This is an optimization exercise on Yosys and OpenROAD, whose aim is a short achievable clock period and few clock cycles, not a production implementation. The RTL was checked by simulation tests, not by an equivalence proof against the original design. No driver is modelled on the clock port, so clocking that relies on it looks cheaper here than on a real chip.

## flow/design.v (module list and top-level ports; edited modules follow where they fit)
// module fadd_c1: 53 lines
// module tzc23: 8 lines
// module fadd_c2: 21 lines
// module fadd_c3: 32 lines
// module fadd_p: 28 lines
// module fmul_s1: 32 lines
// module fmul_s2: 24 lines
// module fmul_p: 26 lines
// module csmul: 55 lines
// module csmula: 58 lines
// module fdiv_p: 99 lines
// module fdiv_s7: 45 lines
// module finv_tab: 514 lines
// module fsqrt_p: 107 lines
// module fsqrt_tab: 515 lines
// module ftoi: 17 lines
// module itof_p: 34 lines
// module floor_p: 45 lines
// module cpu: 649 lines
// module alu: 35 lines
// module brcmp: 34 lines
// module add3: 8 lines
module cpu(
	input wire clk,
	input wire rstn,
	output wire[15:0] inst_addr,
	input wire[31:0] inst_data,
	output wire[18:0] mem_addr,
	output wire[31:0] mem_wdata,
	input wire[31:0] mem_rdata,
	output wire mem_enable,
	output wire[3:0] mem_wea,
	output wire uart_wenable,
	input wire uart_wdone,
	output wire[31:0] uart_wd,
	output wire uart_renable,
	input wire uart_rdone,
	input wire[31:0] uart_rd
);
  // ...
==> flow/flow/run.sh <==
#!/bin/bash
# Layout flow: the standard synthesis, then the standard ORFS steps with
# their timing repair asked to reach below the clock period (a setup margin;
# the SDC, clock and I/O constraints are the standard flow's, unchanged), without gate
# cloning (its clones can leave small slew/capacitance violations after
# routing), with the port buffers made of ordinary buffers (sizable by the
# repair) rather than delay cells, and with more antenna-repair passes after
# detailed routing.
# Each step's output goes to a log of its own in the work folder.
set -euo pipefail
KNOBS=(SETUP_SLACK_MARGIN=${MARGIN:-18.3} TNS_END_PERCENT=${TNS:-30} SKIP_GATE_CLONING=1
       MAX_REPAIR_ANTENNAS_ITER_DRT=12 "BUFFER_PORTS_ARGS=-buffer_cell sky130_fd_sc_hd__buf_4")
bash standard.sh synth > flow_1_synth.log 2>&1
bash standard.sh "${KNOBS[@]}" floorplan > flow_2_floorplan.log 2>&1
bash standard.sh "${KNOBS[@]}" place > flow_3_place.log 2>&1
bash standard.sh "${KNOBS[@]}" cts > flow_4_cts.log 2>&1
bash standard.sh "${KNOBS[@]}" grt > flow_5_grt.log 2>&1
bash standard.sh "${KNOBS[@]}" finish > flow_6_route_finish.log 2>&1
==> flow/standard.sh <==
#!/bin/bash
# synth_recipe.tcl (not shown) runs the flow's synth.tcl, then flattens the netlist and writes it again
# the make line also repeats each setting of config.mk as NAME=value (left out here)
make -C /OpenROAD-flow-scripts/flow DESIGN_CONFIG=/design/flow/config.mk WORK_HOME=/design/flow/orfs CLKGATE_MAP_FILE= SYNTH_SCRIPT=/design/flow/synth_recipe.tcl "${@:-finish}"
==> flow/config.mk <==
export PLATFORM = sky130hd
export DESIGN_NAME = cpu
export DESIGN_NICKNAME = cpu
export VERILOG_FILES = /design/flow/design.v
export SDC_FILE = /design/flow/constraint.sdc
export NUM_CORES = 8
export LEC_CHECK = 0
export CAP_MARGIN = 35
export CORE_MARGIN = 2
export CORE_UTILIZATION = 40
export SLEW_MARGIN = 35
export SYNTH_HIERARCHICAL = 1
==> flow/constraint.sdc <==
create_clock -name core_clock -period 25.0 [get_ports {clk}]
set_input_delay 5.0000 -clock core_clock [delete_from_list [all_inputs] [get_ports {clk}]]
set_output_delay 5.0000 -clock core_clock [all_outputs]
set_load 0.01 [all_outputs]
==> results.tsv, run 1 <==
stage	metric	value	unit
timing	timing_hold_violations_final	0	
drt	via_per_inst	5.805	
setup_path	worstPathMaxFanout	1	
global_route	grt_pass1_wl	3270000	µm
cells_and_area	seq_share	31.89	%
cells_and_area	seq_cells	8674	
status	outcome	no timing/DRC/antenna violations	
timing	timing.fmax	0.1413	GHz
setup_path	startpoint	mem_wdata_r[13]	
cells_and_area	largest_reg_flops	2016	
placement	gp_congestion	1.025	
setup_path	critPathBufInv	1	
timing	tightest_slew	1.204	ns
placement	io_buffer_count	205	
floorplanning	die_height	1266	µm
drt	met2_length	989200	µm
drt	drtIter0Drc	51280	
drt	ant_nets	0	
clock_tree	ctsLongestPathBuffers	5	
clock_tree	clk_latency	1.38	ns
global_route	globalRouteTotalUtil	27.94	%
clock_tree	cts_sinks	8674	
setup_path	r2r_start	cv_a[25]	
cells_and_area	buffer_area_share	2.198	%
Testbench counts, summed over its fixed seeds: cycles 118,261.
==> run 2, diff against run 1 <==
--- a/flow/flow/run.sh
+++ b/flow/flow/run.sh
@@ -4,12 +4,13 @@
 # the SDC, clock and I/O constraints are the standard flow's, unchanged), without gate
 # cloning (its clones can leave small slew/capacitance violations after
 # routing), with the port buffers made of ordinary buffers (sizable by the
-# repair) rather than delay cells, and with more antenna-repair passes after
-# detailed routing.
+# repair) rather than delay cells, with the clock pin at the middle of an edge
+# (flow/clkpin.tcl), and with more antenna-repair passes after detailed routing.
 # Each step's output goes to a log of its own in the work folder.
 set -euo pipefail
 KNOBS=(SETUP_SLACK_MARGIN=${MARGIN:-18.3} TNS_END_PERCENT=${TNS:-30} SKIP_GATE_CLONING=1
-       MAX_REPAIR_ANTENNAS_ITER_DRT=12 "BUFFER_PORTS_ARGS=-buffer_cell sky130_fd_sc_hd__buf_4")
+       MAX_REPAIR_ANTENNAS_ITER_DRT=12 "BUFFER_PORTS_ARGS=-buffer_cell sky130_fd_sc_hd__buf_4"
+       "PRE_IO_PLACEMENT_TCL=$PWD/flow/clkpin.tcl")
 bash standard.sh synth > flow_1_synth.log 2>&1
 bash standard.sh "${KNOBS[@]}" floorplan > flow_2_floorplan.log 2>&1
 bash standard.sh "${KNOBS[@]}" place > flow_3_place.log 2>&1
==> flow/flow/clkpin.tcl (new file) <==
# The clock pin goes at the middle of the top edge, the nearest edge point to
# the clock tree's root at the middle of the core, instead of wherever the pin
# placer would put it (a corner, in earlier layouts).
set die [ord::get_die_area]
set xl [lindex $die 0]
set xh [lindex $die 2]
set w [expr {$xh - $xl}]
set_io_pin_constraint -pin_names {clk} \
  -region [format "top:%.2f-%.2f" [expr {$xl + 0.49 * $w}] [expr {$xl + 0.51 * $w}]]
--- a/flow/config.mk
+++ b/flow/config.mk
@@ -7,6 +7,6 @@
 export LEC_CHECK = 0
 export CAP_MARGIN = 35
 export CORE_MARGIN = 2
-export CORE_UTILIZATION = 40
+export CORE_UTILIZATION = 50
 export SLEW_MARGIN = 35
 export SYNTH_HIERARCHICAL = 1
==> run 2 against run 1 <==
Against the previous run: clock-buffer cell count rose by 69; die area down 20%; clock skew fell by 0.067 ns.
==> results.tsv, run 2 <==
stage	metric	value	unit	change
timing	setup-tns-final	0	ns	
logic_synthesis	synth_cells	56310		
drt	via_per_inst	6.236		+7.4%
logic_synthesis	synth.avg_cell_area	11.31	µm²	
floorplanning	ioPinCount	206		
setup_path	critical_path_class	register to primary output		
clock_tree	cts_tree	built		
timing	post-route-period-util	28.96	%	
placement	pre_cts_slack	16.36	ns	
hold_path	min_from	u_fdiv.a1[7]		
clock_tree	clk_latency	1.27	ns	-0.11 ns
clock_tree	cts.htree.levels	6		
timing	timing_hold_violations_final	0		unchanged
setup_path	critical_path_arrival	2.24	ns	
global_route	antenna_found_initial	340		
floorplanning	die_height	1133	µm	-11%
setup_path	r2r_cells	20		
timing	setup_slack	17.76	ns	
placement	gp_congestion	1.054		+2.8%
timing	rsz0062_at_grt	true		
clock_tree	clock_tree.root_cell	clkbuf_16		
cells_and_area	layout.nets	64870		
cells_and_area	final_common_cell	fa_1		
logic_synthesis	synth.cell_area	0.6369	mm²	
setup_path	r2r_start	fw_s[0][3]		
logic_synthesis	synth_warnings	21		
cells_and_area	syn2layout_area_growth	9.487	%	
cells_and_area	fillers	107800		
setup_path	startpoint_type	register		
drt	ant_nets	0		unchanged
timing	timing.fmax	0.1381	GHz	-2.3%
setup_path	rr_endpoint	mem_addr_r[16]		
placement	postPlaceCellArea	0.6574	mm²	
setup_path	critPathMaxStageDelay	0.53	ns	
drt	routed_wl	2463000	µm	
clock_tree	cts_sinks	8674		unchanged
setup_path	worstPathMaxFanout	5		+4
drt	dr_total_vias	459600		
timing	slew_violations	0		
clock_tree	hold_buffers	0		
clock_tree	ctsLongestPathBuffers	5		unchanged
timing	post-route-min-period	7.241	ns	
drt	post-route-drc-count	0		
clock_tree	numCtsBuffers	949		
global_route	grt_pass1_vias	473500		
cells_and_area	final_cell_mix	fa_1 (6900), inv_1 (6584), nand2_1 (5199)		
placement	io_buffer_count	205		unchanged
global_route	grt_max_degree	109		
timing	skew	0.1620	ns	
global_route	grt_pass1_wl	3500000	µm	+7.1%
clock_tree	cts.clk_slew.worst_paths	0.06	ns	
timing	setup_viol	0		
setup_path	cp_cell_sequence	inv_1, buf_4		
cells_and_area	finalInstanceArea	0.6973	mm²	
drt	drtIter0Drc	53210		+3.8%
drt	wl_per_cell	33.42	µm	
floorplanning	placementRows	414		
cells_and_area	drive_gt1_share	13.58	%	
global_route	grt_overflow	0		
placement	dp_hpwl	1762000	µm	
setup_path	cp.required	20.00	ns	
floorplanning	coreArea	1.270	mm²	
status	outcome	no timing/DRC/antenna violations		
cells_and_area	final_core_util	54.90	%	
floorplanning	die_x	1133	µm	
cells_and_area	multi_input_area	0.3771	mm²	
timing	tightest_slew	1.266	ns	+0.06111 ns
hold_path	hp-class	register to register		
setup_path	cp_slowest_cell	dfxtp_4		
floorplanning	floorplan.die_area	1.283	mm²	
global_route	globalRouteTotalUtil	37.99	%	+10 points
floorplanning	initial_core_util	50.14	%	
timing	relSlewSlack	15.52	%	
drt	first_pass_iters	12		
cells_and_area	largest_reg_flops	2016		unchanged
timing	hold_ws	0.2540	ns	
setup_path	cp-end-kind	primary output		
run	maxCapViolCount	0		
setup_path	reg2reg_slack	18.01	ns	
hold_path	min_delay_worst_endpoint	u_fdiv.a_2[7]		
cells_and_area	regArea	0.2229	mm²	
hold_path	whs_path_depth	0		
==> run 2: per-stage QoR <==
| stage | instances |
|---|---|
| 6_report | 73700 |
| 5_1_grt | 73500 |
| 4_1_cts | 73020 |
| 3_5_place_dp | 71170 |
| 3_3_place_gp | 71100 |
| 2_1_floorplan | 56480 |
==> run 2: worst max-delay path, delay by kind of cell (launching register included) <==
family | cells | cell delay, ns
buffers and inverters | 2 | 0.41
DFF | 1 | 0.53
==> run 2: how the worst max path moves through the flow <==
stage | slack, ns | start | endpoint
3_3_place_gp | 15.84 | u_fdiv.ps_8[1] | ex_a[10]
6_report | 17.76 | ia_n[0] | inst_addr[0]
4_1_cts | 17.69 | ia_n[0] | inst_addr[0]
2_1_floorplan | 18.04 | mem_rdata[30] | bu_taken
3_5_place_dp | 16.36 | u_fdiv.ps_8[1] | ex_a[12]
5_1_grt | 17.65 | ia_n[0] | inst_addr[0]
==> run 2: routing by layer <==
layer	GRT usage [%]	vias to the layer above	part of all wire [%]
li1	-	188600	-
met3	10.41	5928	11
met2	57.58	26020	44
met1	49.20	238900	38
met5	0.4335	-	0.081
met4	22.17	154	7.1
==> run 2: what timing repair did <==
item / 4_1_cts / 5_1_grt
setup endpoints to repair: 927 / 985
buffers inserted: 82 / 73
gates cloned: 0 / 0
pin swaps: 41 / 72
resized for setup: 332 / 345
==> run 2: layout make-up <==
cell class                      count  area share [%]
Antenna cell                      595          0.2135
Clock buffer                     1228           3.753
Clock inverter                    538           1.005
Inverter                         6632           3.575
Multi-Input combinational cell  37320           54.08
Sequential cell                  8674           31.97
Tap cell                        16850           3.023
Timing Repair Buffer             1867           2.378
==> module cpu, before the edit <==
module cpu(
	input wire clk,
	input wire rstn,
	output wire[15:0] inst_addr,
	input wire[31:0] inst_data,
	output wire[18:0] mem_addr,
	output wire[31:0] mem_wdata,
	input wire[31:0] mem_rdata,
	output wire mem_enable,
	output wire[3:0] mem_wea,
	output wire uart_wenable,
	input wire uart_wdone,
	output wire[31:0] uart_wd,
	output wire uart_renable,
	input wire uart_rdone,
	input wire[31:0] uart_rd
);
	localparam OP_LW    = 6'b00_0001;
	localparam OP_SW    = 6'b00_0000;
	localparam OP_LF    = 6'b10_0001;
	localparam OP_LWR   = 6'b01_0001;
	localparam OP_LFR   = 6'b11_0001;
	localparam OP_SF    = 6'b01_0000;
	localparam OP_ADD   = 6'b00_0010;
	localparam OP_SUB   = 6'b00_0011;
	localparam OP_MUL   = 6'b00_0100;
	localparam OP_XOR   = 6'b00_0101;
	localparam OP_ADDI  = 6'b00_1000;
	localparam OP_SI    = 6'b00_1001;
	localparam OP_ORI   = 6'b00_1010;
	localparam OP_FADD  = 6'b11_0010;
	localparam OP_FSUB  = 6'b11_0011;
	localparam OP_FMUL  = 6'b11_0100;
	localparam OP_FDIV  = 6'b11_0101;
	localparam OP_FNEG  = 6'b11_0110;
	localparam OP_FABS  = 6'b11_0111;
	localparam OP_SQRT  = 6'b11_1000;
	localparam OP_FLOOR = 6'b11_1001;
	localparam OP_FTOI  = 6'b01_1010;
	localparam OP_ITOF  = 6'b10_1010;
	localparam OP_MOVF  = 6'b11_1010;
	localparam OP_J     = 6'b00_1011;
	localparam OP_JAL   = 6'b00_1100;
	localparam OP_JALR  = 6'b00_1101;
	localparam OP_SLT   = 6'b00_0111;
	localparam OP_SLTF  = 6'b01_0010;
	localparam OP_BNE   = 6'b10_1100;
	localparam OP_BLE   = 6'b10_1110;
	localparam OP_BEQF  = 6'b01_1100;
	localparam OP_BLTF  = 6'b01_1101;
	localparam OP_OUTB  = 6'b00_1110;
	localparam OP_INF   = 6'b11_1111;
	localparam OP_IN    = 6'b00_1111;
	localparam N_ITOF  = 2;
	localparam N_FLOOR = 2;
	localparam N_MUL   = 2;
	localparam N_FADD  = 3;
	localparam N_FMUL  = 2;
	localparam N_FDIV  = 9;
	localparam N_SQRT  = 9;
	localparam KM = 10;       
	localparam S_ALU = 4'd0, S_MUL = 4'd1, S_FTOI = 4'd2, S_ITOF = 4'd3, S_MEM = 4'd4,
	           S_FADD = 4'd5, S_FMUL = 4'd6, S_FDIV = 4'd7, S_SQRT = 4'd8, S_FLOOR = 4'd9;
	localparam F_ADD = 4'd0, F_SUB = 4'd1, F_XOR = 4'd2, F_OR = 4'd3, F_SLT = 4'd4,
	           F_SHIFT = 4'd5, F_SLTF = 4'd6, F_PASS = 4'd7, F_NEG = 4'd8, F_ABS = 4'd9;
	localparam T_COND = 2'd0, T_JUMP = 2'd1, T_CALL = 2'd2, T_RET = 2'd3;
	function [11:0] opkeys(input [31:0] w);
		reg [5:0] o;
		reg br, af, bf;
		begin
			o = w[31:26];
			br = (o[5] ^ o[4]) && o[3] && o[2];
			af = o[4] && o[3:1] != 3'b000;
			bf = o[4] && o[3:0] != 4'b0001;
			opkeys = {af, w[20:16], bf, (o[3:0] == 4'b0000 || br) ? w[25:21] : w[15:11]};
		end
	endfunction
	integer j;
	reg [31:0] f1_pc;
	reg f1_valid;
	reg [31:0] f2_pc, f2_pred;
	reg f2_valid;
	reg [15:0] ia_n;
	assign inst_addr = ~ia_n;
	reg        btb_v   [0:31];
	reg [10:0] btb_tag [0:31];
	reg [15:0] btb_tgt [0:31];
	reg [1:0]  btb_ty  [0:31];
	reg [1:0]  btb_ctr [0:31];    
	reg [5:0]  btb_lh  [0:31];    
	reg [1:0]  btb_ch  [0:31];    
	reg [1:0]  pht     [0:63];    
	reg [31:0] ras_s [0:7];
	reg [2:0]  ras_sp;
	reg [31:0] ras_a [0:7];
	reg [2:0]  ras_ap;
	reg [31:0] q_inst [0:3];
	reg [31:0] q_pc   [0:3];
	reg [31:0] q_pred [0:3];
	reg [11:0] q_keys [0:3];
	reg [1:0]  q_head;
	reg [2:0]  q_cnt;
	wire [4:0] f1_bi = f1_pc[6:2];
	wire f1_hit = btb_v[f1_bi] && btb_tag[f1_bi] == f1_pc[17:7];
	wire [31:0] f1_seq = f1_pc + 32'd4;
	wire [31:0] f1_btgt = {f1_pc[31:18], btb_tgt[f1_bi], 2'b00};
	reg push_r;
	reg [2:0] push_idx;
	reg [31:0] push_val;
	wire [2:0] ras_top_i = ras_sp - 3'd1;
	wire [31:0] ras_s_top = (push_r && push_idx == ras_top_i) ? push_val : ras_s[ras_top_i];
	reg [31:0] f1_next;
	reg f1_push, f1_pop;
	always @* begin
		f1_next = f1_seq;
		f1_push = 1'b0;
		f1_pop = 1'b0;
		if (f1_hit) begin
			case (btb_ty[f1_bi])
				T_COND: if (btb_ch[f1_bi][1] ? pht[btb_lh[f1_bi] ^ {1'b0, f1_bi}][1] : btb_ctr[f1_bi][1]) f1_next = f1_btgt;
				T_JUMP: f1_next = f1_btgt;
				T_CALL: begin f1_next = f1_btgt; f1_push = 1'b1; end
				default: begin f1_next = ras_s_top; f1_pop = 1'b1; end
			endcase
		end
	end
	wire [2:0] f_occ = q_cnt + {2'b0, f1_valid} + {2'b0, f2_valid};
	wire f_room = f_occ <= 3'd3;
	wire [11:0] f2_keys = opkeys(inst_data);
	reg d_valid;
	reg d_el;           
	reg [31:0] d_inst, d_pc, d_pred;
	reg [11:0] d_keys;
	reg [31:0] rf [1:63];
	reg        iw_v [0:KM];
	reg [4:0]  iw_r [0:KM];
	reg [3:0]  iw_s [0:KM];
	reg        fw_v [0:KM];
	reg [4:0]  fw_r [0:KM];
	reg [3:0]  fw_s [0:KM];
	reg        iw_e [0:KM];    
	reg        fw_e [0:KM];
	reg [3:0]  ex_fn;
	reg [31:0] ex_a, ex_b;            
	reg [31:0] mu_a, mu_b;            
	reg [31:0] cv_a;                  
	reg [31:0] fa_a, fa_b;            
	reg [31:0] fm_a, fm_b;            
	reg [31:0] fd_a, fd_b;            
	reg [31:0] sq_a;                  
	reg [31:0] alu_res, mul_res, ftoi_res;
	reg [31:0] ld_hold;       
	wire [31:0] itof_d, floor_d, fadd_d, fmul_d, fdiv_d, sqrt_d;
	wire [31:0] itof_q, floor_q, fadd_q, fmul_q, fdiv_q, sqrt_q;
	wire [31:0] alu_out;
	alu u_alu(ex_fn, ex_a, ex_b, alu_out);
	wire [63:0] mu_s, mu_c;
	csmul #(32, 32) u_mul(mu_a, mu_b, mu_s, mu_c);
	reg [31:0] mu_s_r, mu_c_r;
	wire [31:0] mul_d = mu_s_r + mu_c_r;
	wire [31:0] ftoi_d;
	ftoi u_ftoi(cv_a, ftoi_d);
	itof_p u_itof(clk, cv_a, itof_d, itof_q);
	floor_p u_floor(clk, cv_a, floor_d, floor_q);
	fadd_p u_fadd(clk, fa_a, fa_b, fadd_d, fadd_q);
	fmul_p u_fmul(clk, fm_a, fm_b, fmul_d, fmul_q);
	wire [31:0] inv7;
	fdiv_p u_fdiv(clk, fd_a, fd_b, fdiv_d, fdiv_q, inv7);
	fsqrt_p u_sqrt(clk, sq_a, sqrt_d, sqrt_q);
	reg [31:0] iwb_e, fwb_e, iwb_n, fwb_n;
	always @* begin
		case (iw_s[0])
			S_MEM:   iwb_e = ld_hold;
			S_MUL:   iwb_e = mul_res;
			S_FTOI:  iwb_e = ftoi_res;
			default: iwb_e = alu_res;
		endcase
		case (fw_s[0])
			S_MEM:   fwb_e = ld_hold;
			S_ITOF:  fwb_e = itof_q;
			S_FLOOR: fwb_e = floor_q;
			S_FADD:  fwb_e = fadd_q;
			S_FMUL:  fwb_e = fmul_q;
			S_FDIV:  fwb_e = fdiv_q;
			S_SQRT:  fwb_e = sqrt_q;
			default: fwb_e = alu_res;
		endcase
		case (iw_s[1])
			S_MUL:   iwb_n = mul_d;
			S_FTOI:  iwb_n = ftoi_d;
			default: iwb_n = alu_out;
		endcase
		case (fw_s[1])
			S_ITOF:  fwb_n = itof_d;
			S_FLOOR: fwb_n = floor_d;
			S_FADD:  fwb_n = fadd_d;
			S_FMUL:  fwb_n = fmul_d;
			S_FDIV:  fwb_n = fdiv_d;
			S_SQRT:  fwb_n = sqrt_d;
			default: fwb_n = alu_out;
		endcase
	end
	wire [31:0] iwb = (iw_s[0] == S_MEM && !iw_e[0]) ? mem_rdata : iwb_e;
	wire [31:0] fwb = (fw_s[0] == S_MEM && !fw_e[0]) ? mem_rdata : fwb_e;
	wire [31:0] di = d_inst;
	wire [5:0] op = di[31:26];
	wire [4:0] f_rd = di[25:21];
	wire [15:0] imm = di[15:0];
	wire [5:0] a_key = d_keys[11:6];
	wire [5:0] b_key = d_keys[5:0];
	wire aF = a_key[5];
	wire bF = b_key[5];
	reg rc_v;
	reg [5:0] rc_key;
	reg [31:0] rc_val;
	reg pc_v;
	reg [5:0] pc_key;
	reg [31:0] pc_val;
	reg fl_v [1:8];           
	reg [5:0] fl_k [1:8];
	reg fl_p [1:8];           
	wire hit_r = rc_v && b_key == rc_key;
	wire hit_p = pc_v && b_key == pc_key;
	wire fdiv_hit = op == OP_FDIV && (hit_r || hit_p);
	wire [31:0] rc_hit_val = hit_r ? rc_val : pc_val;
	reg uA, uB, wr, wF;
	reg [3:0] k;       
	reg [3:0] src;     
	reg [3:0] fn;      
	reg c_load, c_store, c_br, c_j, c_jal, c_jalr, c_out, c_in, c_lwr, c_fsub;
	reg b_imm;
	reg [31:0] immv;
	always @* begin
		uA = 1'b0; uB = 1'b0; wr = 1'b0; wF = op[5];
		k = 4'd2; src = S_ALU; fn = F_PASS;
		c_load = 1'b0; c_store = 1'b0; c_br = 1'b0; c_j = 1'b0; c_jal = 1'b0; c_jalr = 1'b0;
		c_out = 1'b0; c_in = 1'b0; c_lwr = 1'b0; c_fsub = 1'b0;
		b_imm = 1'b0; immv = {{16{imm[15]}}, imm};
		case (op)
			OP_LW, OP_LF: begin uA = !d_el; wr = 1'b1; c_load = 1'b1; src = S_MEM; end
			OP_LWR, OP_LFR: begin uA = 1'b1; uB = 1'b1; wr = 1'b1; c_load = 1'b1; c_lwr = 1'b1; src = S_MEM; end
			OP_SW, OP_SF: begin uA = 1'b1; uB = 1'b1; c_store = 1'b1; end
			OP_ADD: begin uA = 1'b1; uB = 1'b1; wr = 1'b1; fn = F_ADD; end
			OP_SUB: begin uA = 1'b1; uB = 1'b1; wr = 1'b1; fn = F_SUB; end
			OP_XOR: begin uA = 1'b1; uB = 1'b1; wr = 1'b1; fn = F_XOR; end
			OP_SLT: begin uA = 1'b1; uB = 1'b1; wr = 1'b1; fn = F_SLT; end
			OP_MUL: begin uA = 1'b1; uB = 1'b1; wr = 1'b1; src = S_MUL; k = N_MUL + 1; end
			OP_ADDI: begin uA = 1'b1; wr = 1'b1; fn = F_ADD; b_imm = 1'b1; end
			OP_SI: begin uA = 1'b1; wr = 1'b1; fn = F_SHIFT; b_imm = 1'b1; end
			OP_ORI: begin uA = 1'b1; wr = 1'b1; fn = F_OR; b_imm = 1'b1; immv = {16'h0, imm}; end
			OP_FADD: begin uA = 1'b1; uB = 1'b1; wr = 1'b1; src = S_FADD; k = N_FADD + 1; end
			OP_FSUB: begin uA = 1'b1; uB = 1'b1; wr = 1'b1; src = S_FADD; k = N_FADD + 1; c_fsub = 1'b1; end
			OP_FMUL: begin uA = 1'b1; uB = 1'b1; wr = 1'b1; src = S_FMUL; k = N_FMUL + 1; end
			OP_FDIV: begin
				uA = 1'b1; wr = 1'b1;
				if (fdiv_hit) begin src = S_FMUL; k = N_FMUL + 1; end
				else begin uB = 1'b1; src = S_FDIV; k = N_FDIV + 1; end
			end
			OP_FNEG: begin uA = 1'b1; wr = 1'b1; fn = F_NEG; end
			OP_FABS: begin uA = 1'b1; wr = 1'b1; fn = F_ABS; end
			OP_MOVF: begin uA = 1'b1; wr = 1'b1; fn = F_PASS; end
			OP_SQRT: begin uA = 1'b1; wr = 1'b1; src = S_SQRT; k = N_SQRT + 1; end
			OP_FLOOR: begin uA = 1'b1; wr = 1'b1; src = S_FLOOR; k = N_FLOOR + 1; end
			OP_FTOI: begin uA = 1'b1; wr = 1'b1; src = S_FTOI; end
			OP_ITOF: begin uA = 1'b1; wr = 1'b1; src = S_ITOF; k = N_ITOF + 1; end
			OP_SLTF: begin uA = 1'b1; uB = 1'b1; wr = 1'b1; fn = F_SLTF; end
			OP_J: begin c_j = 1'b1; end
			OP_JAL: begin wr = 1'b1; c_j = 1'b1; c_jal = 1'b1; end
			OP_JALR: begin uA = 1'b1; wr = 1'b1; c_jalr = 1'b1; end
			OP_BNE, OP_BLE, OP_BEQF, OP_BLTF: begin uA = 1'b1; uB = 1'b1; c_br = 1'b1; end
			OP_OUTB: begin uA = 1'b1; c_out = 1'b1; end
			OP_IN, OP_INF: begin wr = 1'b1; c_in = 1'b1; end
			default: ;
		endcase
	end
	wire [4:0] wIdx = c_jal ? 5'd31 : f_rd;
	wire wr_eff = wr && (wF || wIdx != 5'd0);
	wire [5:0] w_key = {wF, wIdx};
	reg [KM:0] a_m, b_m, w_m;
	integer jm;
	always @* begin
		for (jm = 0; jm <= KM; jm = jm + 1) begin
			a_m[jm] = aF ? (fw_v[jm] && fw_r[jm] == a_key[4:0]) : (iw_v[jm] && iw_r[jm] == a_key[4:0]);
			b_m[jm] = bF ? (fw_v[jm] && fw_r[jm] == b_key[4:0]) : (iw_v[jm] && iw_r[jm] == b_key[4:0]);
			w_m[jm] = wF ? (fw_v[jm] && fw_r[jm] == wIdx) : (iw_v[jm] && iw_r[jm] == wIdx);
		end
	end
	wire a_far = |a_m[KM:2];                  
	wire b_far = |b_m[KM:2];
	wire [3:0] a_s1 = aF ? fw_s[1] : iw_s[1];    
	wire [3:0] a_s0 = aF ? fw_s[0] : iw_s[0];    
	wire [3:0] b_s1 = bF ? fw_s[1] : iw_s[1];
	wire [3:0] b_s0 = bF ? fw_s[0] : iw_s[0];
	wire a_n = a_m[1];                         
	wire a_w = a_m[0] && !a_m[1];              
	wire b_n = b_m[1];
	wire b_w = b_m[0] && !b_m[1];
	wire a_e1 = aF ? fw_e[1] : iw_e[1];         
	wire b_e1 = bF ? fw_e[1] : iw_e[1];
	wire a_e0 = aF ? fw_e[0] : iw_e[0];
	wire b_e0 = bF ? fw_e[0] : iw_e[0];
	wire a_late = a_s0 == S_MEM && !a_e0;      
	wire b_late = b_s0 == S_MEM && !b_e0;
	wire a_ld1 = a_s1 == S_MEM && a_e1;        
	wire b_ld1 = b_s1 == S_MEM && b_e1;
	wire [31:0] a_rf = a_key == 6'd0 ? 32'h0 : rf[a_key];
	wire [31:0] b_rf = b_key == 6'd0 ? 32'h0 : rf[b_key];
	wire [31:0] a_rw = a_w ? (aF ? fwb_e : iwb_e) : a_rf;
	wire [31:0] b_rw = b_w ? (bF ? fwb_e : iwb_e) : b_rf;
	wire a_mem = (a_n && a_ld1) || (a_w && a_late);    
	wire b_mem = (b_n && b_ld1) || (b_w && b_late);
	wire [31:0] a_cap = a_mem ? mem_rdata : a_n ? (aF ? fwb_n : iwb_n) : a_rw;
	wire [31:0] b_cap = b_mem ? mem_rdata : b_n ? (bF ? fwb_n : iwb_n) : b_rw;
	wire [31:0] a_capf = a_mem ? mem_rdata : a_n ? fwb_n : a_rw;
	wire [31:0] b_capf = b_mem ? mem_rdata : b_n ? fwb_n : b_rw;
	wire [31:0] a_capi = a_mem ? mem_rdata : a_n ? iwb_n : a_rw;
	wire [31:0] b_capi = b_mem ? mem_rdata : b_n ? iwb_n : b_rw;
	wire [31:0] a_br = a_mem ? mem_rdata : a_n ? alu_out : a_rw;
	wire [31:0] b_br = b_mem ? mem_rdata : b_n ? alu_out : b_rw;
	wire a_rdyB = !a_far && (!a_n || a_s1 == S_ALU || a_ld1);
	wire b_rdyB = !b_far && (!b_n || b_s1 == S_ALU || b_ld1);
	wire ex_sum = ex_fn == F_ADD;
	wire a_rdyE = !a_far && (a_n ? (a_s1 == S_ALU && ex_sum) : !(a_w && a_late));
	wire b_rdyE = !b_far && (b_n ? (b_s1 == S_ALU && ex_sum && !a_n) : !(b_w && b_late));
	wire a_rdyC = !a_far && (!a_n || a_s1 != S_MEM || a_e1);
	wire b_rdyC = !b_far && (!b_n || b_s1 != S_MEM || b_e1);
	wire needAE = c_load || c_store;
	wire needBE = c_lwr;
	wire needAB = c_br || c_jalr;
	wire needBB = c_br;
	reg uart_pend;
	reg [1:0] uin_st;      
	reg [31:0] uart_data;
	wire w_slot = wF ? fw_v[k] : iw_v[k];
	wire stall =
		(uA && !(needAE ? a_rdyE : needAB ? a_rdyB : a_rdyC)) ||
		(uB && !(needBE ? b_rdyE : needBB ? b_rdyB : b_rdyC)) ||
		(wr_eff && |(w_m >> k)) ||
		(wr_eff && w_slot) ||
		(c_out && uart_pend) ||
		(c_in && uin_st != 2'd2);
	reg sl_v, sl_br, sl_tk, sl_nb, sl_n4, sl_nr;
	reg [31:0] sl_btgt, sl_pc4, sl_rtgt;
	wire mis_r = sl_v && (sl_br ? (sl_tk ? sl_nb : sl_n4) : sl_nr);
	wire [31:0] tgt_r = sl_br ? (sl_tk ? sl_btgt : sl_pc4) : sl_rtgt;
	reg fast_r;
	reg [31:0] fast_tgt;
	wire d_ok = d_valid && !mis_r && !fast_r;
	wire issue = d_ok && !stall;
	reg [KM:1] pf_younger;
	integer jp;
	always @* begin
		for (jp = 1; jp <= KM; jp = jp + 1) pf_younger[jp] = fw_v[jp] && fw_r[jp] == fw_r[0];
	end
	wire [5:0] pf_key = {1'b1, fw_r[0]};
	wire pf_busy = fl_v[1] && fl_p[1] || fl_v[2] && fl_p[2] || fl_v[3] && fl_p[3] || fl_v[4] && fl_p[4] ||
	               fl_v[5] && fl_p[5] || fl_v[6] && fl_p[6] || fl_v[7] && fl_p[7] || fl_v[8] && fl_p[8];
	wire pf_go = fw_v[0] && fw_s[0] == S_MEM && !(|pf_younger) && !pf_busy &&
	             !(d_ok && op == OP_FDIV) && !(d_ok && wr_eff && w_key == pf_key);
	wire [31:0] pc4 = d_pc + 32'd4;
	wire [31:0] btgt = d_pc + {{14{imm[15]}}, imm, 2'b00};
	wire [31:0] jtgt = {4'b0, di[25:0], 2'b00};
	wire [31:0] rtgt = {a_br[31:2], 2'b00};
	wire taken, eq_rtgt;
	brcmp u_brcmp(op, a_br, b_br, d_pred, taken, eq_rtgt);
	wire eq_pc4 = d_pred == pc4;
	wire eq_btgt = d_pred == btgt;
	wire eq_jtgt = d_pred == jtgt;
	wire mis_fast = !c_br && !c_jalr && (c_j ? !eq_jtgt : !eq_pc4);
	wire [31:0] fast_next = c_j ? jtgt : pc4;
	wire redirect = mis_r || fast_r;
	wire [4:0] d_bi = d_pc[6:2];
	wire [18:0] off = c_lwr ? b_rw[18:0] : imm[15] ? {3'b111, imm} : {3'b000, imm};
	wire [18:0] ag_x = (a_n || (c_lwr && b_n)) ? ex_a[18:0] : a_rw[18:0];
	wire [18:0] ag_y = (a_n || (c_lwr && b_n)) ? ex_b[18:0] : off;
	wire [18:0] ag_z = a_n ? off : (c_lwr && b_n) ? a_rw[18:0] : 19'd0;
	wire [18:0] agu;
	add3 #(19) u_agu(ag_x, ag_y, ag_z, agu);
	reg bu_v, bu_taken;
	reg [4:0] bu_idx;
	reg [10:0] bu_tag;
	reg [15:0] bu_tgt;
	reg [1:0] bu_ty;
	wire bu_hit = btb_v[bu_idx] && btb_tag[bu_idx] == bu_tag && btb_ty[bu_idx] == T_COND;
	wire [1:0] bu_ctr = btb_ctr[bu_idx];
	wire [5:0] bu_lh = btb_lh[bu_idx];
	wire [1:0] bu_ch = btb_ch[bu_idx];
	reg [5:0] bu_lhd;    
	wire [5:0] bu_pi = bu_lhd ^ {1'b0, bu_idx};
	wire [1:0] bu_pht = pht[bu_pi];
	reg pu_v, pu_taken;
	reg [5:0] pu_pi;
	function [1:0] cnt(input [1:0] c, input up);
		begin
			cnt = up ? (c == 2'b11 ? 2'b11 : c + 2'b01) : (c == 2'b00 ? 2'b00 : c - 2'b01);
		end
	endfunction
	wire [1:0] bu_new_ctr = !bu_hit ? (bu_taken ? 2'b10 : 2'b01) : cnt(bu_ctr, bu_taken);
	wire [5:0] bu_new_lh = !bu_hit ? {5'b0, bu_taken} : {bu_lh[4:0], bu_taken};
	wire [1:0] bu_new_ch = !bu_hit ? 2'b01 :
	                       bu_ctr[1] == bu_pht[1] ? bu_ch : cnt(bu_ch, bu_pht[1] == bu_taken);
	reg [18:0] mem_addr_r;
	reg [31:0] mem_wdata_r;
	reg mem_en_r;
	reg [3:0] mem_wea_r;
	reg uart_wen_r, uart_ren_r;
	reg [31:0] uart_wd_r;
	assign mem_addr = mem_addr_r;
	assign mem_wdata = mem_wdata_r;
	assign mem_enable = mem_en_r;
	assign mem_wea = mem_wea_r;
	assign uart_wenable = uart_wen_r;
	assign uart_renable = uart_ren_r;
	assign uart_wd = uart_wd_r;
	wire [31:0] f1_pc_n = !rstn ? 32'h0 :
	                      redirect ? (mis_r ? tgt_r : fast_tgt) :
	                      f1_valid ? f1_next : f1_pc;
	wire d_take = !d_valid || issue;
	wire q_nonempty = q_cnt != 3'd0;
	wire [1:0] q_tail = q_head + q_cnt[1:0];
	wire [31:0] qh_inst = q_inst[q_head];
	wire [4:0] qh_base = qh_inst[20:16];
	wire qh_ld = qh_inst[31:26] == OP_LW || qh_inst[31:26] == OP_LF;
	reg qh_pend;
	integer je;
	always @* begin
		qh_pend = iw_v[0] && iw_r[0] == qh_base && iw_s[0] == S_MEM && !iw_e[0];
		for (je = 1; je <= KM; je = je + 1)
			if (iw_v[je] && iw_r[je] == qh_base) qh_pend = 1'b1;
	end
	wire qh_w = iw_v[0] && iw_r[0] == qh_base;
	wire [31:0] qh_rb = qh_base == 5'd0 ? 32'h0 : qh_w ? iwb_e : rf[{1'b0, qh_base}];
	wire [18:0] el_addr = qh_rb[18:0] + {{3{qh_inst[15]}}, qh_inst[15:0]};
	wire el_go = q_nonempty && qh_ld && !qh_pend && !mis_r && !fast_r &&
	             !(d_ok && (c_load || c_store)) &&
	             !(d_ok && wr_eff && !wF && wIdx == qh_base);
	always @(posedge clk) begin
		alu_res <= alu_out;
		ld_hold <= mem_rdata;
		mu_s_r <= mu_s[31:0];
		mu_c_r <= mu_c[31:0];
		mul_res <= mul_d;
		ftoi_res <= ftoi_d;
		sl_br <= c_br;
		sl_tk <= taken;
		sl_nb <= !eq_btgt;
		sl_n4 <= !eq_pc4;
		sl_nr <= !eq_rtgt;
		sl_btgt <= btgt;
		sl_pc4 <= pc4;
		sl_rtgt <= rtgt;
		if (uart_rdone) uart_data <= uart_rd;
		if (iw_v[0] && iw_r[0] != 5'd0) rf[{1'b0, iw_r[0]}] <= iwb;
		if (fw_v[0]) rf[{1'b1, fw_r[0]}] <= fwb;
		ex_fn <= fn;
		ex_a <= (c_jal || c_jalr) ? pc4 : c_in ? uart_data : a_cap;
		ex_b <= b_imm ? immv : b_cap;
		mu_a <= src == S_MUL ? a_capi : 32'h0;
		mu_b <= src == S_MUL ? b_capi : 32'h0;
		cv_a <= (src == S_FTOI || src == S_ITOF || src == S_FLOOR) ? a_cap : 32'h0;
		fa_a <= src == S_FADD ? a_capf : 32'h0;
		fa_b <= src != S_FADD ? 32'h0 : c_fsub ? {~b_capf[31], b_capf[30:0]} : b_capf;
		fm_a <= src == S_FMUL ? a_capf : 32'h0;
		fm_b <= src != S_FMUL ? 32'h0 : fdiv_hit ? rc_hit_val : b_capf;
		fd_a <= src == S_FDIV ? a_capf : 32'h0;
		fd_b <= pf_go ? (fw_e[0] ? ld_hold : mem_rdata) : src == S_FDIV ? b_capf : 32'h0;
		sq_a <= src == S_SQRT ? a_capf : 32'h0;
		fast_tgt <= fast_next;
		push_idx <= ras_sp;
		push_val <= f1_seq;
		mem_addr_r <= el_go ? el_addr : agu;
		mem_wdata_r <= b_cap;
		uart_wd_r <= a_capi;
		ia_n <= ~f1_pc_n[17:2];
		if (issue && c_jal) ras_a[ras_ap] <= pc4;
		pu_pi <= bu_pi;
		pu_taken <= bu_taken;
		bu_idx <= d_bi;
		bu_lhd <= btb_lh[d_bi];
		bu_tag <= d_pc[17:7];
		bu_tgt <= c_br ? btgt[17:2] : jtgt[17:2];
		bu_ty <= c_br ? T_COND : c_jalr ? T_RET : c_jal ? T_CALL : T_JUMP;
		bu_taken <= taken;
		if (bu_v) begin
			btb_tag[bu_idx] <= bu_tag;
			btb_tgt[bu_idx] <= bu_tgt;
			btb_ty[bu_idx] <= bu_ty;
			btb_ctr[bu_idx] <= bu_new_ctr;
			btb_lh[bu_idx] <= bu_new_lh;
			btb_ch[bu_idx] <= bu_new_ch;
		end
		if (f2_valid) begin
			q_inst[q_tail] <= inst_data;
			q_pc[q_tail] <= f2_pc;
			q_pred[q_tail] <= f2_pred;
			q_keys[q_tail] <= f2_keys;
		end
		d_el <= d_take && q_nonempty && el_go;
		if (d_take) begin
			if (q_nonempty) begin
				d_inst <= q_inst[q_head];
				d_pc <= q_pc[q_head];
				d_pred <= q_pred[q_head];
				d_keys <= q_keys[q_head];
			end else begin
				d_inst <= inst_data;
				d_pc <= f2_pc;
				d_pred <= f2_pred;
				d_keys <= f2_keys;
			end
		end
		if (f1_valid) begin
			f2_pc <= f1_pc;
			f2_pred <= f1_next;
		end
		if (mis_r || fast_r) begin
			for (j = 0; j < 8; j = j + 1) ras_s[j] <= ras_a[j];
		end else if (push_r) begin
			ras_s[push_idx] <= push_val;
		end
		if (!rstn) begin
			f1_pc <= 32'h0;
			f1_valid <= 1'b1;
			f2_valid <= 1'b0;
			q_cnt <= 3'd0;
			q_head <= 2'd0;
			d_valid <= 1'b0;
			ras_sp <= 3'd0;
			ras_ap <= 3'd0;
			sl_v <= 1'b0;
			fast_r <= 1'b0;
			push_r <= 1'b0;
			rc_v <= 1'b0;
			pc_v <= 1'b0;
			for (j = 1; j <= 8; j = j + 1) fl_v[j] <= 1'b0;
			bu_v <= 1'b0;
			pu_v <= 1'b0;
			for (j = 0; j < 32; j = j + 1) btb_v[j] <= 1'b0;
			for (j = 0; j < 64; j = j + 1) pht[j] <= 2'b01;
			for (j = 0; j <= KM; j = j + 1) begin
				iw_v[j] <= 1'b0;
				fw_v[j] <= 1'b0;
			end
			mem_en_r <= 1'b0;
			mem_wea_r <= 4'h0;
			uart_wen_r <= 1'b0;
			uart_ren_r <= 1'b0;
			uart_pend <= 1'b0;
			uin_st <= 2'd0;
		end else begin
			sl_v <= issue && (c_br || c_jalr);
			fast_r <= issue && mis_fast;
			if (redirect) begin
				f1_pc <= f1_pc_n;
				f1_valid <= 1'b1;
				f2_valid <= 1'b0;
				q_cnt <= 3'd0;
				d_valid <= 1'b0;
			end else begin
				f2_valid <= f1_valid;
				f1_pc <= f1_pc_n;
				f1_valid <= f_room;
				if (d_take) begin
					d_valid <= q_nonempty || f2_valid;
					if (q_nonempty) begin
						q_head <= q_head + 2'd1;
						q_cnt <= q_cnt - 3'd1 + {2'b0, f2_valid};
					end else begin
						q_cnt <= q_cnt;
					end
				end else begin
					q_cnt <= q_cnt + {2'b0, f2_valid};
				end
			end
			if (mis_r || fast_r) ras_sp <= ras_ap;
			else if (!redirect && f1_valid && f1_push) ras_sp <= ras_sp + 3'd1;
			else if (!redirect && f1_valid && f1_pop) ras_sp <= ras_sp - 3'd1;
			push_r <= !redirect && f1_valid && f1_push;
			if (issue && c_jal) ras_ap <= ras_ap + 3'd1;
			else if (issue && c_jalr) ras_ap <= ras_ap - 3'd1;
			bu_v <= issue && (c_br || c_j || c_jalr);
			if (bu_v) btb_v[bu_idx] <= 1'b1;
			pu_v <= bu_v && bu_hit;
			if (pu_v) pht[pu_pi] <= cnt(pht[pu_pi], pu_taken);
			for (j = 1; j < 8; j = j + 1) begin
				fl_v[j + 1] <= fl_v[j] && !(issue && wr_eff && w_key == fl_k[j]);
				fl_k[j + 1] <= fl_k[j];
				fl_p[j + 1] <= fl_p[j];
			end
			fl_v[1] <= pf_go || (issue && op == OP_FDIV && !fdiv_hit && !(wr_eff && w_key == b_key));
			fl_k[1] <= pf_go ? pf_key : b_key;
			fl_p[1] <= pf_go;
			if (fl_v[8] && !fl_p[8]) begin
				rc_v <= 1'b1;
				rc_key <= fl_k[8];
				rc_val <= inv7;
			end
			if (issue && wr_eff && w_key == ((fl_v[8] && !fl_p[8]) ? fl_k[8] : rc_key)) rc_v <= 1'b0;
			if (fl_v[8] && fl_p[8]) begin
				pc_v <= 1'b1;
				pc_key <= fl_k[8];
				pc_val <= inv7;
			end
			if (issue && wr_eff && w_key == ((fl_v[8] && fl_p[8]) ? fl_k[8] : pc_key)) pc_v <= 1'b0;
			for (j = 0; j < KM; j = j + 1) begin
				iw_v[j] <= iw_v[j + 1];
				iw_r[j] <= iw_r[j + 1];
				iw_s[j] <= iw_s[j + 1];
				iw_e[j] <= iw_e[j + 1];
				fw_v[j] <= fw_v[j + 1];
				fw_r[j] <= fw_r[j + 1];
				fw_s[j] <= fw_s[j + 1];
				fw_e[j] <= fw_e[j + 1];
			end
			iw_v[KM] <= 1'b0;
			fw_v[KM] <= 1'b0;
			if (issue && wr_eff) begin
				if (wF) begin
					fw_v[k - 4'd1] <= 1'b1;
					fw_r[k - 4'd1] <= wIdx;
					fw_s[k - 4'd1] <= src;
					fw_e[k - 4'd1] <= c_load && d_el;
				end else begin
					iw_v[k - 4'd1] <= 1'b1;
					iw_r[k - 4'd1] <= wIdx;
					iw_s[k - 4'd1] <= src;
					iw_e[k - 4'd1] <= c_load && d_el;
				end
			end
			mem_en_r <= el_go || (issue && (c_store || (c_load && !d_el)));
			mem_wea_r <= (issue && c_store) ? 4'hf : 4'h0;
			uart_wen_r <= issue && c_out;
			uart_ren_r <= 1'b0;
			if (issue && c_out) uart_pend <= 1'b1;
			else if (uart_wdone || uart_rdone) uart_pend <= 1'b0;
			if (d_ok && c_in) begin
				if (uin_st == 2'd0 && !uart_pend) begin
					uart_ren_r <= 1'b1;
					uart_pend <= 1'b1;
					uin_st <= 2'd1;
				end else if (uin_st == 2'd1 && uart_rdone) begin
					uin_st <= 2'd2;
				end else if (uin_st == 2'd2 && issue) begin
					uin_st <= 2'd0;
				end
			end
		end
	end
endmodule
==> run 3, diff against run 2 <==
--- a/flow/design.v
+++ b/flow/design.v
@@ -1803,6 +1803,7 @@
 	reg [1:0]  btb_ctr [0:31];    
 	reg [5:0]  btb_lh  [0:31];    
 	reg [1:0]  btb_ch  [0:31];    
+	reg        btb_pl  [0:31];    
 	reg [1:0]  pht     [0:63];    
 	reg [31:0] ras_s [0:7];
 	reg [2:0]  ras_sp;
@@ -1831,7 +1832,7 @@
 		f1_pop = 1'b0;
 		if (f1_hit) begin
 			case (btb_ty[f1_bi])
-				T_COND: if (btb_ch[f1_bi][1] ? pht[btb_lh[f1_bi] ^ {1'b0, f1_bi}][1] : btb_ctr[f1_bi][1]) f1_next = f1_btgt;
+				T_COND: if (btb_ch[f1_bi][1] ? btb_pl[f1_bi] : btb_ctr[f1_bi][1]) f1_next = f1_btgt;
 				T_JUMP: f1_next = f1_btgt;
 				T_CALL: begin f1_next = f1_btgt; f1_push = 1'b1; end
 				default: begin f1_next = ras_s_top; f1_pop = 1'b1; end
@@ -2102,8 +2103,11 @@
 	reg [5:0] bu_lhd;    
 	wire [5:0] bu_pi = bu_lhd ^ {1'b0, bu_idx};
 	wire [1:0] bu_pht = pht[bu_pi];
-	reg pu_v, pu_taken;
-	reg [5:0] pu_pi;
+	reg pu_v, pu_taken, pu_b;
+	reg [5:0] pu_pi, pu_npi;
+	reg [4:0] pu_idx;
+	wire [1:0] pu_pht = pht[pu_pi];
+	wire [1:0] pu_npht = pu_npi == pu_pi ? cnt(pu_pht, pu_taken) : pht[pu_npi];
 	function [1:0] cnt(input [1:0] c, input up);
 		begin
 			cnt = up ? (c == 2'b11 ? 2'b11 : c + 2'b01) : (c == 2'b00 ? 2'b00 : c - 2'b01);
@@ -2189,6 +2193,9 @@
 		if (issue && c_jal) ras_a[ras_ap] <= pc4;
 		pu_pi <= bu_pi;
 		pu_taken <= bu_taken;
+		pu_npi <= bu_new_lh ^ {1'b0, bu_idx};
+		pu_idx <= bu_idx;
+		if (pu_b) btb_pl[pu_idx] <= pu_npht[1];
 		bu_idx <= d_bi;
 		bu_lhd <= btb_lh[d_bi];
 		bu_tag <= d_pc[17:7];
@@ -2249,6 +2256,7 @@
 			for (j = 1; j <= 8; j = j + 1) fl_v[j] <= 1'b0;
 			bu_v <= 1'b0;
 			pu_v <= 1'b0;
+			pu_b <= 1'b0;
 			for (j = 0; j < 32; j = j + 1) btb_v[j] <= 1'b0;
 			for (j = 0; j < 64; j = j + 1) pht[j] <= 2'b01;
 			for (j = 0; j <= KM; j = j + 1) begin
@@ -2295,7 +2303,8 @@
 			bu_v <= issue && (c_br || c_j || c_jalr);
 			if (bu_v) btb_v[bu_idx] <= 1'b1;
 			pu_v <= bu_v && bu_hit;
-			if (pu_v) pht[pu_pi] <= cnt(pht[pu_pi], pu_taken);
+			pu_b <= bu_v;
+			if (pu_v) pht[pu_pi] <= cnt(pu_pht, pu_taken);
 			for (j = 1; j < 8; j = j + 1) begin
 				fl_v[j + 1] <= fl_v[j] && !(issue && wr_eff && w_key == fl_k[j]);
 				fl_k[j + 1] <= fl_k[j];
--- a/flow/flow/run.sh
+++ b/flow/flow/run.sh
@@ -8,7 +8,7 @@
 # (flow/clkpin.tcl), and with more antenna-repair passes after detailed routing.
 # Each step's output goes to a log of its own in the work folder.
 set -euo pipefail
-KNOBS=(SETUP_SLACK_MARGIN=${MARGIN:-18.3} TNS_END_PERCENT=${TNS:-30} SKIP_GATE_CLONING=1
+KNOBS=(SETUP_SLACK_MARGIN=${MARGIN:-18.3} TNS_END_PERCENT=${TNS:-100} SKIP_GATE_CLONING=1
        MAX_REPAIR_ANTENNAS_ITER_DRT=12 "BUFFER_PORTS_ARGS=-buffer_cell sky130_fd_sc_hd__buf_4"
        "PRE_IO_PLACEMENT_TCL=$PWD/flow/clkpin.tcl")
 bash standard.sh synth > flow_1_synth.log 2>&1
==> run 3 against run 2 <==
Against the previous run: cell count down 0.22%; synthesized area up 0.14%; clock-buffer cell count down 26; design area about the same; routed wire length down 1.7%; non-clock buffer count down 79; global-route usage down 0.79 points; first-iteration DRC count down 0.41%; largest cell class unchanged.
==> results.tsv, run 3 <==
stage	metric	value	unit	change
floorplanning	die_height	1133	µm	about the same
setup_path	cp_cell_sequence	buf_4, xnor2_1, nand4_1, o22ai_4, buf_4, nand2_1, and2_4, buf_4, buf_6, a21oi_1, o21ai_0, nand2_1, inv_1, ha_1, nand2_1, a21oi_1, a211oi_1, o21ai_0, a31oi_1, mux2_2, a22oi_2		
setup_path	critPathBufInv	5		+3
hold_path	whs_path_depth	0		unchanged
logic_synthesis	synth.avg_cell_area	11.31	µm²	about the same
cells_and_area	regArea	0.2244	mm²	+0.65%
placement	gp_congestion	1.044		-0.97%
clock_tree	cts.clk_slew.worst_paths	0.07	ns	about the same
timing	rsz0062_at_grt	true		
floorplanning	floorplan.die_area	1.285	mm²	+0.14%
cells_and_area	multi_input_area	0.3762	mm²	-0.24%
hold_path	min_from	u_fdiv.a_5[29]		
cells_and_area	final_core_util	54.85	%	about the same
hold_path	min_delay_worst_endpoint	u_fdiv.a_6[29]		
clock_tree	cts_tree	built		
drt	wl_met3	237500	µm	-8.8%
drt	first_pass_iters	10		-2
timing	timing_hold_violations_final	0		unchanged
clock_tree	cts_sinks	8715		+0.47%
cells_and_area	final_cell_mix	fa_1 (6901), inv_1 (6553), nand2_1 (5259)		
timing	tightest_slew	1.173	ns	-0.09269 ns
setup_path	path_depth	21		+19
setup_path	r2r_cells	21		+5.0%
cells_and_area	fillers	108400		+0.56%
cells_and_area	drive_gt1_share	13.53	%	-0.047 points
drt	routed_wl	2420000	µm	-1.7%
setup_path	cp-end-kind	register		
cells_and_area	finalInstanceArea	0.6972	mm²	about the same
floorplanning	ioPinCount	206		unchanged
drt	wl_met1	940600	µm	about the same
setup_path	critPathMaxStageDelay	0.89	ns	+0.36 ns
setup_path	worstPathMaxFanout	31		+26
setup_path	startpoint_type	register		
cells_and_area	largest_reg_flops	2016		unchanged
placement	io_buffer_count	205		unchanged
setup_path	critical_path_class	register to register		
placement	dp_hpwl	1729000	µm	-1.9%
global_route	grt_pass1_wl	3449000	µm	-1.5%
clock_tree	clock_tree.root_cell	clkbuf_16		
timing	relSlewSlack	21.52	%	+6.0 points
timing	post-route-min-period	7.118	ns	-0.1231 ns
global_route	globalRouteTotalUtil	37.20	%	-0.79 points
setup_path	reg2reg_slack	17.88	ns	-0.13 ns
clock_tree	cts.htree.levels	6		unchanged
clock_tree	hold_buffers	0		unchanged
floorplanning	coreArea	1.271	mm²	about the same
placement	pre_cts_slack	16.22	ns	-0.1351 ns
clock_tree	numCtsBuffers	947		-0.21%
drt	dr_total_vias	456000		-0.78%
timing	timing.fmax	0.1405	GHz	+1.7%
setup_path	rr_endpoint	bu_taken		
drt	via_per_inst	6.201		-0.56%
timing	setup_slack	17.88	ns	+0.1231 ns
logic_synthesis	synth_warnings	21		unchanged
drt	drtIter0Drc	52990		-0.41%
logic_synthesis	synth_cells	56390		+0.15%
setup_path	r2r_start	d_inst[19]		
setup_path	critical_path_arrival	8.30	ns	+6.06 ns
global_route	grt_overflow	0		unchanged
floorplanning	placementRows	414		unchanged
floorplanning	initial_core_util	50.17	%	about the same
setup_path	cp_slowest_cell	a21oi_1		
drt	post-route-drc-count	0		unchanged
global_route	grt_pass1_vias	470100		-0.71%
hold_path	hp-class	register to register		
placement	postPlaceCellArea	0.6573	mm²	about the same
setup_path	crit_family	compound AO/OA/AOI/OAI gates		
timing	slew_violations	0		unchanged
setup_path	startpoint	d_inst[19]		
drt	ant_nets	0		unchanged
cells_and_area	layout.nets	64880		+0.0031%
run	maxCapViolCount	0		unchanged
floorplanning	die_x	1133	µm	about the same
drt	met2_length	1073000	µm	-1.2%
logic_synthesis	synth.cell_area	0.6377	mm²	+0.14%
timing	post-route-period-util	28.47	%	-0.49 points
timing	setup-tns-final	0	ns	unchanged
drt	wl_per_cell	32.91	µm	-1.5%
drt	topRoutingLayerUsed	met5		
cells_and_area	final_common_cell	fa_1		
clock_tree	ctsLongestPathBuffers	5		unchanged
global_route	antenna_found_initial	271		-20%
clock_tree	clk_latency	1.36	ns	+0.09 ns
cells_and_area	syn2layout_area_growth	9.320	%	
timing	skew	0.1716	ns	+0.009583 ns
status	outcome	no timing/DRC/antenna violations		
global_route	grt_max_degree	112		+2.8%
setup_path	cp.required	26.18	ns	+6.18 ns
timing	setup_viol	0		unchanged
## run 3: cell types whose count changed in the layout (fill, tap and decap cells not counted), moves of 74 or more
cell     change
nor3_1      -74
a21oi_1     -75
nand3_1     +86
a22oi_1     +92
nor2_1      +81
buf_4      -148
mux4_2      -82
dfxtp_1    -109
diode_2    -187
o21ai_0    -108
## run 3: how the worst max path moves through the flow
stage	slack (ns)	end
floorplan	17.95	bu_taken
global placement	16.07	ex_a[14]
detailed placement	16.22	bu_taken
CTS	17.92	mem_wdata[12]
global route	17.99	bu_taken
finish	17.88	bu_taken
## run 3: stage by stage
| step | hold slack, ns | instances |
|---|---|---|
| 3_5_place_dp | 0.3120 | 71150 |
| 2_1_floorplan | 0.3096 | 56570 |
| 4_1_cts | 0.2700 | 73010 |
| 5_1_grt | 0.2716 | 73440 |
| 6_report | 0.2692 | 73540 |
| 3_3_place_gp | 0.3100 | 71080 |
## run 3: cell type report
type	instances	share of cell area, %
multi-input cells	37380	53.96
flip-flops and latches	8715	32.18
clock buffers	1202	3.695
inverters	6615	3.566
well taps	16850	3.024
repair buffers	1788	2.361
clock inverters	585	1.070
diodes	408	0.1464
## run 3: repair_timing
| item | CTS | global route |
|---|---|---|
| pin swaps | 41 | 81 |
| endpoints found under the setup margin | 760 | 481 |
| setup buffers | 76 | 96 |
| resized for setup | 585 | 293 |
## run 3: layer usage
metal,GRT usage [%],vias to the layer above
li1,-,188500
met1,49.29,237100
met2,56.65,24950
met3,8.341,5375
met4,21.56,88
met5,0.02204,-
Testbench counts of run 3, summed over its fixed seeds: cycles 118,261.
==> run 4, diff against run 3 <==
--- a/flow/design.v
+++ b/flow/design.v
@@ -1794,8 +1794,8 @@
 	reg f1_valid;
 	reg [31:0] f2_pc, f2_pred;
 	reg f2_valid;
-	reg [15:0] ia_n;
-	assign inst_addr = ~ia_n;
+	reg [15:0] ia_r;
+	assign inst_addr = ia_r;
 	reg        btb_v   [0:31];
 	reg [10:0] btb_tag [0:31];
 	reg [15:0] btb_tgt [0:31];
@@ -2189,7 +2189,7 @@
 		mem_addr_r <= el_go ? el_addr : agu;
 		mem_wdata_r <= b_cap;
 		uart_wd_r <= a_capi;
-		ia_n <= ~f1_pc_n[17:2];
+		ia_r <= !rstn ? 16'hffff : f1_pc_n[17:2];
 		if (issue && c_jal) ras_a[ras_ap] <= pc4;
 		pu_pi <= bu_pi;
 		pu_taken <= bu_taken;
@@ -2241,7 +2241,7 @@
 		end
 		if (!rstn) begin
 			f1_pc <= 32'h0;
-			f1_valid <= 1'b1;
+			f1_valid <= 1'b0;
 			f2_valid <= 1'b0;
 			q_cnt <= 3'd0;
 			q_head <= 2'd0;
==> flow/flow/run.sh (replaced) <==
#!/bin/bash
# Layout flow: the standard synthesis, then the standard ORFS steps with
# their timing repair asked to reach below the clock period (a setup margin;
# the SDC, clock and I/O constraints are the standard flow's, unchanged), without gate
# cloning (its clones can leave small slew/capacitance violations after
# routing), with the port buffers made of ordinary buffers (sizable by the
# repair) rather than delay cells, and with more antenna-repair passes after
# detailed routing.
# Each step's output goes to a log of its own in the work folder.
set -euo pipefail
KNOBS=(SETUP_SLACK_MARGIN=${MARGIN:-18.3} TNS_END_PERCENT=${TNS:-100} SKIP_GATE_CLONING=1
       MAX_REPAIR_ANTENNAS_ITER_DRT=12 "BUFFER_PORTS_ARGS=-buffer_cell sky130_fd_sc_hd__buf_4")
bash standard.sh synth > flow_1_synth.log 2>&1
bash standard.sh "${KNOBS[@]}" floorplan > flow_2_floorplan.log 2>&1
bash standard.sh "${KNOBS[@]}" place > flow_3_place.log 2>&1
bash standard.sh "${KNOBS[@]}" cts > flow_4_cts.log 2>&1
bash standard.sh "${KNOBS[@]}" grt > flow_5_grt.log 2>&1
bash standard.sh "${KNOBS[@]}" finish > flow_6_route_finish.log 2>&1
--- a/flow/config.mk
+++ b/flow/config.mk
@@ -7,6 +7,6 @@
 export LEC_CHECK = 0
 export CAP_MARGIN = 35
 export CORE_MARGIN = 2
-export CORE_UTILIZATION = 50
+export CORE_UTILIZATION = 40
 export SLEW_MARGIN = 35
 export SYNTH_HIERARCHICAL = 1
removed: flow/flow/clkpin.tcl
==> run 4 against run 3 <==
Against the previous run: clock-buffer cell count decreased by 4; die area rose by 25%; critical path depth decreased by 20; cell count up 5.2%; core utilization is 11 points lower; sequential cell count grew 1.
==> results.tsv, run 4 <==
stage	metric	value	unit	change
status	outcome	no timing/DRC/antenna violations		
drt	drtIter0Drc	49480		-6.6%
clock_tree	numCtsBuffers	947		unchanged
cells_and_area	drive_gt1_share	13.45	%	-0.080 points
cells_and_area	instances_no_fill	77350		+5.2%
setup_path	startpoint_type	register		
clock_tree	cts_tree	built		
placement	dp_hpwl	1650000	µm	-4.6%
logic_synthesis	synth_warnings	21		unchanged
cells_and_area	fillers	147100		+36%
global_route	grt_pass1_wl	3313000	µm	-3.9%
cells_and_area	layout.nets	64490		-0.59%
floorplanning	placementRows	463		+12%
floorplanning	die_height	1265	µm	+12%
floorplanning	initial_core_util	40.08	%	-10 points
clock_tree	hold_buffers	0		unchanged
drt	first_pass_iters	9		-1
logic_synthesis	synth.avg_cell_area	11.35	µm²	+0.38%
setup_path	crit_family	flip-flops		
clock_tree	cts.htree.levels	6		unchanged
timing	skew	0.2329	ns	+0.06132 ns
cells_and_area	regArea	0.2244	mm²	about the same
drt	routed_wl	2321000	µm	-4.1%
timing	timing.fmax	0.1419	GHz	+1.0%
hold_path	hp-class	register to register		
cells_and_area	largest_reg_flops	2016		unchanged
setup_path	critPathBufInv	1		-4
run	maxCapViolCount	0		unchanged
drt	wl_per_cell	30.01	µm	-8.8%
clock_tree	ctsLongestPathBuffers	5		unchanged
global_route	grt_max_degree	142		+27%
global_route	grt_pass1_vias	451900		-3.9%
clock_tree	clk_latency	1.36	ns	about the same
clock_tree	cts.clk_slew.worst_paths	0.07	ns	about the same
hold_path	min_from	u_fdiv.x1_4[10]		
setup_path	startpoint	mem_wdata_r[21]		
drt	dr_total_vias	446700		-2.0%
timing	timing_hold_violations_final	0		unchanged
floorplanning	coreArea	1.588	mm²	+25%
setup_path	cp.required	20.00	ns	-6.18 ns
placement	placed_cells	75130		+5.6%
cells_and_area	multi_input_area	0.3752	mm²	-0.27%
timing	tightest_slew	1.113	ns	-0.06004 ns
logic_synthesis	synth_cells	56070		-0.57%
setup_path	critPathMaxStageDelay	0.53	ns	-0.36 ns
cells_and_area	syn2layout_area_growth	9.968	%	
global_route	grt_overflow	0		unchanged
global_route	antenna_found_initial	278		+2.6%
setup_path	critical_path_arrival	2.05	ns	-6.25 ns
global_route	globalRouteTotalUtil	28.47	%	-8.7 points
placement	gp_congestion	1.019		-2.4%
timing	setup-tns-final	0	ns	unchanged
setup_path	critical_path_class	register to primary output		
setup_path	cp_slowest_cell	dfxtp_4		
drt	post-route-drc-count	0		unchanged
logic_synthesis	synth.cell_area	0.6365	mm²	-0.19%
cells_and_area	final_common_cell	fa_1		
placement	io_buffer_count	205		unchanged
timing	post-route-min-period	7.048	ns	-0.07030 ns
drt	via_per_inst	5.775		-6.9%
timing	relSlewSlack	25.37	%	+3.8 points
timing	rsz0062_at_grt	true		
timing	slew_violations	0		unchanged
timing	setup_viol	0		unchanged
floorplanning	die_x	1265	µm	+12%
floorplanning	floorplan.die_area	1.601	mm²	+25%
setup_path	cp-end-kind	primary output		
setup_path	worstPathMaxFanout	1		-97%
drt	ant_nets	0		unchanged
clock_tree	cts_sinks	8716		+0.011%
setup_path	cp_cell_sequence	buf_6		
cells_and_area	final_cell_mix	fa_1 (6901), inv_1 (6562), nand2_1 (5225)		
clock_tree	clock_tree.root_cell	clkbuf_16		
timing	post-route-period-util	28.19	%	-0.28 points
floorplanning	ioPinCount	206		unchanged
run 4: path summary, 6_finish.rpt:
path | endpoint | slack (ns) | cells after the start
worst min register to register | u_fdiv.x1_5[10] | 0.29 | 0
worst min-delay path | u_fdiv.x1_5[10] | 0.29 | 0
worst max-delay path | mem_wdata[21] | 17.95 | 1
worst max register to register | mem_addr_r[14] | 18.26 | 18
run 4: per-stage QoR:
step / hold WS (ns) / util, % / instance area, µm² / worst slack, ns
2_1_floorplan: 0.3096 / - / 637400 / 18.14
3_3_place_gp: 0.3098 / 41.54 / 659700 / 15.22
3_5_place_dp: 0.3120 / 41.64 / 661200 / 15.17
4_1_cts: 0.2981 / 43.88 / 696800 / 17.95
5_1_grt: 0.3083 / 44.06 / 699600 / 17.94
6_report: 0.2942 / 44.08 / 699900 / 17.95
run 4: cell type report:
class,instances,area share [%]
multi-input combinational,37100,53.60
sequential,8716,32.06
tap,21160,3.782
clock buffer,1198,3.713
inverter,6600,3.543
timing repair buffer,1702,2.222
clock inverter,585,0.9728
antenna,292,0.1044
run 4: metal layers:
metal / wire length [µm] / vias to the layer above / share of wire (%) / global-route usage, %
li1: - / 187300 / - / -
met5: 828 / - / 0.036 / 0
met1: 914000 / 231800 / 39 / 37.56
met4: 147900 / 120 / 6.4 / 15.19
met3: 232100 / 4737 / 10 / 6.761
met2: 1026000 / 22720 / 44 / 43.61
run 4: what timing repair did:
action	CTS	global route
pin swaps	26	57
resized for setup	579	305
setup endpoints to repair	697	511
setup buffers	59	76
hold endpoints to repair	0	0
Testbench counts of run 4, summed over its fixed seeds: cycles 118,301.

==> re-timing with driven ports <==
No port has a modelled driver above. Below, the same layouts with a new extraction and two added sets of constraints. Step 1, drivers: a clkbuf_16 drives clk and a buf_2 each remaining input, both assumed. Step 2 also shifts input and output timing later by t, the mid clock arrival at the registers, as if the neighbouring blocks saw the same clock. Slacks: no drivers / after step 1 / after step 2; pairs: no drivers / after step 1.
run	t (ns)	setup WS [ns]	hold WS [ns]	worst setup path after step 2
run 1	1.445	17.924 / 17.738 / 16.772	0.205 / 0.205 / 0.205	input to register
run 2	1.337	17.759 / 17.627 / 16.704	0.254 / 0.254 / 0.254	input to register
run 3	1.376	17.882 / 17.834 / 16.736	0.269 / 0.269 / 0.269	input to register
run 4	1.438	17.952 / 17.762 / 16.622	0.294 / 0.294 / 0.294	input to register
After both steps setup and hold are still met in every run listed. The setup slack of run 4, which loses most, moves by -0.190 ns with the drivers and by -1.330 ns with both steps.
